Source: an optimization exercise on an open RTL-to-GDS flow (aim: small area). Production flows keep margins and buffers that such runs may drop.
The RTL was checked by simulation tests, not by an equivalence proof against the original design.
The flow treats the clock pin as an ideal source, which a real chip does not have.

Design pwm_bus_demo, start of the top module:
module pwm_bus_demo #(
        parameter pwm_WIDTH = 16,
        parameter DATA_WIDTH = 16
    ) (
        input  wire [7:0]  slave_address,      
        input  wire        slave_read,         
        output reg  [DATA_WIDTH-1:0] slave_readdata,     
        input  wire        slave_write,        
        input  wire [DATA_WIDTH-1:0] slave_writedata,    
        input  wire        clk,           
        input  wire        reset,         
        input  wire [(DATA_WIDTH/8)-1:0] slave_byteenable,
        output wire channel_A,   
        output wire channel_B,   
        output wire pwm_out
    );
    reg [DATA_WIDTH-1:0] mem;
    pwm_module my_ip(
        .clk(clk),
        .reset(reset),
        .pwm_input(mem[8:0]),
        .ChannelA(channel_A),
        .ChannelB(channel_B),
        .PWM_out(pwm_out)
    );
    always @(posedge clk or posedge reset) begin
        if (reset)
            mem <= {DATA_WIDTH{1'b0}};
        else if (slave_write)
            mem <= slave_writedata;
    end
    always @(posedge clk) begin
        if (!reset && slave_read)
            slave_readdata <= mem;
    end
endmodule
export LEC_CHECK = 0
export CAP_MARGIN = 20
export CORE_MARGIN = 2
export CORE_UTILIZATION = 70
export PLACE_DENSITY = 0.85
export SLEW_MARGIN = 20
create_clock -name core_clock -period 32.0 [get_ports {clk}]
standard.sh (not shown) runs the stock make flow with config.mk's settings and CLKGATE_MAP_FILE= SYNTH_SCRIPT=/design/flow/synth_recipe.tcl, a recipe that flattens the netlist after the stock synthesis.
==> flow/flow/run.sh <==
#!/bin/bash
# Own layout flow for pwm_bus_demo:
#  1. the standard synthesis, unchanged (standard.sh synth);
#  2. the combinational cells between the registers re-mapped by ABC for area
#     (registers are kept as they are: same instances, names and cell types);
#  3. the rest of the standard ORFS flow, with the 1x buffer on every port
#     and a clock tree without dummy loads.
# Each tool's output goes to a log of its own in the work folder.
set -euo pipefail
cd "$(dirname "$0")/.."
W=$PWD
P=${FLOW_PLATFORM:-sky130hd}
R=$W/orfs/results/$P/pwm_bus_demo/base
LIB=$FLOW_HOME/platforms/$P/lib/sky130_fd_sc_hd__tt_025C_1v80.lib
YOSYS=$(command -v yosys || echo "$FLOW_HOME/../tools/install/yosys/bin/yosys")

export BUFFER_PORTS_ARGS="-buffer_cell sky130_fd_sc_hd__buf_1"
# Clock buffers placed by flow/pre_cts.tcl (one per group of nearby registers)
# before CTS, which then finds the clock already buffered and adds nothing.
export PRE_CTS_TCL=$W/flow/pre_cts.tcl
export CLK_BUF_GROUPS=${CLK_BUF_GROUPS:-4}
export CLK_BUF_CELL=sky130_fd_sc_hd__clkbuf_8
export CTS_ARGS="-sink_clustering_enable -repair_clock_nets -dont_use_dummy_load"

bash standard.sh synth > log_1_standard_synth.log 2>&1
cp "$R/1_2_yosys.v" "$W/synth_standard.v"

# Cells the platform marks don't-use, for ABC to leave out.
DONT_USE=$(sed -n '/^export DONT_USE_CELLS/,/^$/p' "$FLOW_HOME/platforms/$P/config.mk" \
  | grep -o 'sky130_fd_sc_hd__[A-Za-z0-9_]*' | sed 's/^/-dont_use /' | tr '\n' ' ')

cat > "$W/reopt.ys" <<EOF
read_liberty -ignore_miss_func $LIB
read_verilog $W/synth_standard.v
hierarchy -top $FLOW_TOP
setattr -mod -set keep_hierarchy 1 sky130_fd_sc_hd__df* sky130_fd_sc_hd__edf* sky130_fd_sc_hd__sdf* sky130_fd_sc_hd__dl*
flatten
techmap
opt -fast
select $FLOW_TOP
abc -liberty $LIB -script $W/flow/area.abc $DONT_USE
opt_clean
write_verilog -noattr -selected $W/synth_reopt.v
EOF
"$YOSYS" -s "$W/reopt.ys" > log_2_reopt.log 2>&1
cp "$W/synth_reopt.v" "$R/1_2_yosys.v"
rm -f "$R/1_synth.odb" "$R/1_synth.sdc"

bash standard.sh > log_3_standard_layout.log 2>&1
==> flow/flow/pre_cts.tcl <==
# Clock buffering in place of CTS: the registers are split into CLK_BUF_GROUPS
# groups by position (along x), and one clock buffer placed at the centre of
# each group drives that group's clock pins. The clock port drives only these
# buffers' inputs.
set block [ord::get_db_block]
set dbu [$block getDbUnitsPerMicron]
set sinks {}
foreach pin [get_pins -of_objects [get_nets clk]] {
  if { [get_property $pin direction] ne "input" } { continue }
  set bb [[sta::sta_to_db_inst [get_cells -of_objects $pin]] getBBox]
  lappend sinks [list [expr {([$bb xMin] + [$bb xMax]) / 2.0}] [expr {([$bb yMin] + [$bb yMax]) / 2.0}] $pin]
}
set ng $::env(CLK_BUF_GROUPS)
set sinks [lsort -real -index 0 $sinks]
set n [llength $sinks]
# k-means on the register positions, started from equal slices along x
set cx {}; set cy {}
for {set g 0} {$g < $ng} {incr g} {
  set s [lindex $sinks [expr {(2 * $g + 1) * $n / (2 * $ng)}]]
  lappend cx [lindex $s 0]; lappend cy [lindex $s 1]
}
for {set it 0} {$it < 50} {incr it} {
  set groups {}
  for {set g 0} {$g < $ng} {incr g} { lappend groups {} }
  foreach s $sinks {
    set best 0; set bd 1e30
    for {set g 0} {$g < $ng} {incr g} {
      set d [expr {abs([lindex $s 0] - [lindex $cx $g]) + abs([lindex $s 1] - [lindex $cy $g])}]
      if {$d < $bd} { set bd $d; set best $g }
    }
    lset groups $best [concat [lindex $groups $best] [list $s]]
  }
  for {set g 0} {$g < $ng} {incr g} {
    set grp [lindex $groups $g]
    if {[llength $grp] == 0} { continue }
    set sx 0; set sy 0
    foreach s $grp { set sx [expr {$sx + [lindex $s 0]}]; set sy [expr {$sy + [lindex $s 1]}] }
    lset cx $g [expr {$sx / [llength $grp]}]; lset cy $g [expr {$sy / [llength $grp]}]
  }
}
for {set g 0} {$g < $ng} {incr g} {
  set grp [lindex $groups $g]
  if {[llength $grp] == 0} { continue }
  set sx 0; set sy 0; set pins {}
  foreach s $grp {
    set sx [expr {$sx + [lindex $s 0]}]
    set sy [expr {$sy + [lindex $s 1]}]
    lappend pins [lindex $s 2]
  }
  set x [expr {$sx / [llength $grp] / $dbu}]
  set y [expr {$sy / [llength $grp] / $dbu}]
  puts "clock buffer $g at $x $y for [llength $grp] registers"
  insert_buffer -buffer_cell $::env(CLK_BUF_CELL) -net clk -load_pins $pins \
    -location [list $x $y] -buffer_name clkbuf_$g -net_name clknet_$g
}
Other scripts of this flow, unchanged in this note and not shown: flow/flow/area.abc
==> next run, changes <==
--- a/flow/flow/run.sh
+++ b/flow/flow/run.sh
@@ -20,3 +20,3 @@
 export PRE_CTS_TCL=$W/flow/pre_cts.tcl
-export CLK_BUF_GROUPS=${CLK_BUF_GROUPS:-4}
+export CLK_BUF_GROUPS=${CLK_BUF_GROUPS:-3}
 export CLK_BUF_CELL=sky130_fd_sc_hd__clkbuf_8
Result: The new run completed with no timing, DRC or antenna violations. Synthesized area stays the same. Cell area falls slightly. Sequential share of layout area is higher by 0.39 points. Register-to-register slack barely changes. Setup slack improves by 14 ps. Wire length decreases slightly.

==> what the ideal ports hide <==
How much do the figures lean on ideal ports? The routed layouts below were timed once more, with nothing changed but the port constraints.
Step 1, drivers: a clkbuf_16 drives clk and a buf_2 each remaining input, both assumed.
Step 2, shift: input delay + t, output delay - t, t = (earliest + latest rising clock arrival at the registers) / 2. This alone moves slack from input paths to output paths.
Slacks: ideal ports / drivers / drivers and shift; pairs: ideal ports / drivers.
| run | t (ns) | slack for setup (ns) | hold slack, ns | worst setup path after step 2 | worst data-port slew with drivers (ns) |
|---|---|---|---|---|---|
| the first run | 0.191 | 24.148 / 24.167 / 23.976 | 0.358 / 0.358 / 0.358 | input to register | 0.04 |
| the second run | 0.201 | 24.163 / 24.177 / 23.976 | 0.363 / 0.363 / 0.363 | input to register | 0.03 |
After both steps every run listed still meets setup and hold. For the second run, which loses most, drivers alone change the setup slack by +0.014 ns; drivers and shift together by -0.187 ns.
